What follows belongs to an exercise in optimizing a design on an open flow for a short achievable clock period and few clock cycles; a production flow would make more cautious choices. RTL that was checked went through simulation tests only; none was proved equivalent to the original. Power and IR drop assume default switching activity.

==> flow/design.v (excerpt) <==
module cpu
(
   input clk,
   input reset,
   output [15:0] o_pc_addr,
   output o_pc_rd,
   input [15:0] i_pc_rddata,
   output [15:0] o_ldst_addr,
   output o_ldst_rd,
   output o_ldst_wr,
   input [15:0] i_ldst_rddata,
   output [15:0] o_ldst_wrdata,
   output [127:0] o_tb_regs
);
Settings: LEC_CHECK=0, ABC_CLOCK_PERIOD_IN_PS=1000, CAP_MARGIN=20, CORE_MARGIN=2, CORE_UTILIZATION=40, SETUP_SLACK_MARGIN=5, SLEW_MARGIN=20; clock period 10.0 ns.
standard.sh (not shown) runs the stock make flow with config.mk's settings and CLKGATE_MAP_FILE= SYNTH_SCRIPT=/design/flow/synth_recipe.tcl, a recipe that flattens the netlist after the stock synthesis.
==> flow/flow/run.sh <==
#!/bin/bash
# Standard ORFS layout, with repair_timing aiming for a larger setup margin.
set -euo pipefail
bash standard.sh SETUP_SLACK_MARGIN=7.0 finish > standard_flow.log 2>&1
The baseline went through all stages and came out clean.
Change:
--- a/flow/design.v
+++ b/flow/design.v
@@ -71,16 +71,14 @@
    logic [7:0]  x_ldoh;           
    logic [2:0]  x_rd;
    logic        x_br, x_breg, x_call, x_ret;
    logic [1:0]  x_cond;           
    logic [15:0] x_jreg, x_pc, x_pc2, x_pred;
    logic        x_eqf;            
-   logic        x_dres;           
    logic        x_ptok;           
    logic        x_z0;             
-   logic        x_dupd;           
    logic [15:0] m_addr, m_wdata;
    logic        m_rd, m_wr;
    logic        w_ld;
    logic [2:0]  w_rd;
    logic [NB-1:0] bt_v, bt_ret, bt_call;
    logic [TW-1:0] bt_tag [0:NB-1];
@@ -112,13 +110,13 @@
       endcase
    end
    wire [15:0] x_tgt;
    add16 tgt_add (.a(x_pc2), .b({{4{x_hi[10]}}, x_hi, 1'b0}), .cin(1'b0), .s(x_tgt));
    wire [15:0] actual = taken ? (x_breg ? x_jreg : x_tgt) : x_pc2;
    wire        eq_r = (x_jreg == x_pred);
-   wire        mp = x_valid & ~x_dres &
+   wire        mp = x_valid &
                     (taken ? ~(x_breg ? eq_r : (x_ptok | (x_z0 & x_eqf))) : ~x_eqf);
    wire [15:0] zt = in1 ^ in2;
    wire [15:0] zo = in1 | in2;
    wire        fast_z = &(zt ~^ {zo[14:0], x_sub});
    logic [15:0]   s_tgt;
    logic [TW-1:0] s_tag;
@@ -189,22 +187,14 @@
       case (r_ir[4:0])
          5'b00000, 5'b00001, 5'b00010, 5'b00011, 5'b00100, 5'b00101: use_yb = 1'b1;
          default: use_yb = 1'b0;
       endcase
    end
    wire refetch = d_hold & ((use_xb & x_ldoh[r_ir[7:5]]) | (use_yb & x_ldoh[r_ir[10:8]]));
-   wire [15:0] d_tgt;
-   add16 dtgt_add (.a(d_pc2), .b({{4{instr[15]}}, instr[15:5], 1'b0}), .cin(1'b0), .s(d_tgt));
-   wire is_jc = (op == 5'b11000) | (op == 5'b11100);
-   wire is_dir = is_jc | (((op == 5'b11001) | (op == 5'b11010)) & ~(x_valid & x_setf));
-   wire dtaken = is_jc | ((op == 5'b11001) & Z) | ((op == 5'b11010) & N);
    wire d_ptok = D_bok & (D_btag == D_pc[15:BTB_BITS+1]);
    wire d_z0 = (instr[15:5] == 11'd0);
-   wire d_ok = dtaken ? (d_ptok | (d_z0 & D_fall)) : D_fall;
-   wire dmis = D_valid & ~mp & is_dir & ~d_ok;
-   wire [15:0] d_next = dtaken ? d_tgt : d_pc2;
    wire go = D_valid & ~stall & ~mp;
    wire [15:0] s8 = {{8{instr[15]}}, instr[15:8]};
    logic n_ah, n_al, n_lk, n_bm;
    logic [15:0] n_imm;
    logic n_sub, n_setf, n_wr, n_ld, n_st, n_br, n_breg, n_call, n_ret;
    logic [1:0] n_cond;
@@ -250,30 +240,29 @@
          Z <= 1'b0;
          bt_v <= '0;
          u_we <= 1'b0;
          rar <= 16'd0;
       end else begin
          if (mp & x_call) rar <= x_pc2;
-         else if (dmis & (op == 5'b11100)) rar <= d_pc2;
          else if (!mp & hit & s_call) rar <= pc2;
-         d_valid <= ~(mp | dmis | refetch);
-         if (mp | dmis) d_hold <= 1'b0;
+         d_valid <= ~(mp | refetch);
+         if (mp) d_hold <= 1'b0;
          else if (d_hold) d_hold <= refetch | d_valid;
          else d_hold <= stall;
          x_valid <= go;
          m_wr <= go & n_st;
          w_ld <= x_valid & x_ld;
          if (x_valid & x_setf) begin
             N <= sum[15];
             Z <= fast_z;
          end
-         u_we <= mp | (x_valid & x_dupd);
+         u_we <= mp;
          if (u_we) bt_v[u_idx] <= u_set;
       end
    end
-   wire [15:0] pc_next = mp ? actual : dmis ? d_next : (refetch ? d_pc : pred_next);
+   wire [15:0] pc_next = mp ? actual : (refetch ? d_pc : pred_next);
    always_ff @(posedge clk) begin
       if (reset) begin
          pc <= 16'd0;
          m_rd <= 1'b0;
       end else begin
          pc <= pc_next;
@@ -283,13 +272,12 @@
    always_ff @(posedge clk or posedge reset)
       if (reset) pco <= 16'd0;
       else pco <= pc_next;
    always_ff @(posedge clk) begin
       if (reset) oh <= onehot('0);
       else if (mp) oh <= onehot(actual[BTB_BITS:1]);
-      else if (dmis) oh <= onehot(d_next[BTB_BITS:1]);
       else if (refetch) oh <= onehot(d_pc[BTB_BITS:1]);
       else oh <= oh_pred;
    end
    always_ff @(posedge clk) begin
       if (!refetch) begin
          r_ir <= i_pc_rddata;
@@ -299,16 +287,14 @@
          r_fall <= d_fall;
       end
       d_pc <= pc;
       d_bok <= hit & ~s_ret;
       d_btag <= s_tag;
       d_fall <= ~hit;
-      x_dres <= is_dir;
       x_ptok <= d_ptok;
       x_z0 <= d_z0;
-      x_dupd <= dmis;
       x_a <= va;
       x_b <= vb ^ {16{n_sub}};
       x_hi <= instr[15:5];
       x_ah <= n_ah;
       x_al <= n_al;
       x_lk <= n_lk;
Outcome:
- setup slack improved by 0.72 ns
- global-route usage rises by 1.5 points
- synthesized area falls by 2.8%
- count of clock-buffer cells in the layout rises by 12
- register-to-register slack improved by 0.77 ns
- design area is about the same
- cell count falls by 1.6%
- routed wire length rises by 1.3%
- non-clock buffer count rises by 169
- total power falls by 2.7%
Testbench counts after the change, summed over its fixed seeds: cycles 85,053.
The RTL of the first run of this note was laid out without a check of its function.

-- separate check: timing with driven ports --
No port has a modelled driver above. Below, the same layouts with a new extraction and two added sets of constraints.
Step 1 assumes that a clkbuf_16 drives the clock port and a buf_2 every other input.
Step 2 also shifts input and output timing later by t, the mid clock arrival at the registers, as if the neighbouring blocks saw the same clock.
Slacks: no drivers / after step 1 / after step 2; pairs: no drivers / after step 1.
| run | shift t [ns] | setup slack, ns | worst slew at a driven data input, ns |
|---|---|---|---|
| the first run | 0.897 | 5.852 / 5.895 / 4.997 | 0.12 |
| the second run | 0.891 | 6.576 / 6.492 / 5.930 | 0.14 |
After both steps setup and hold are still met in every run listed. The setup slack of the first run, which loses most, moves by +0.043 ns with the drivers and by -0.855 ns with both steps.
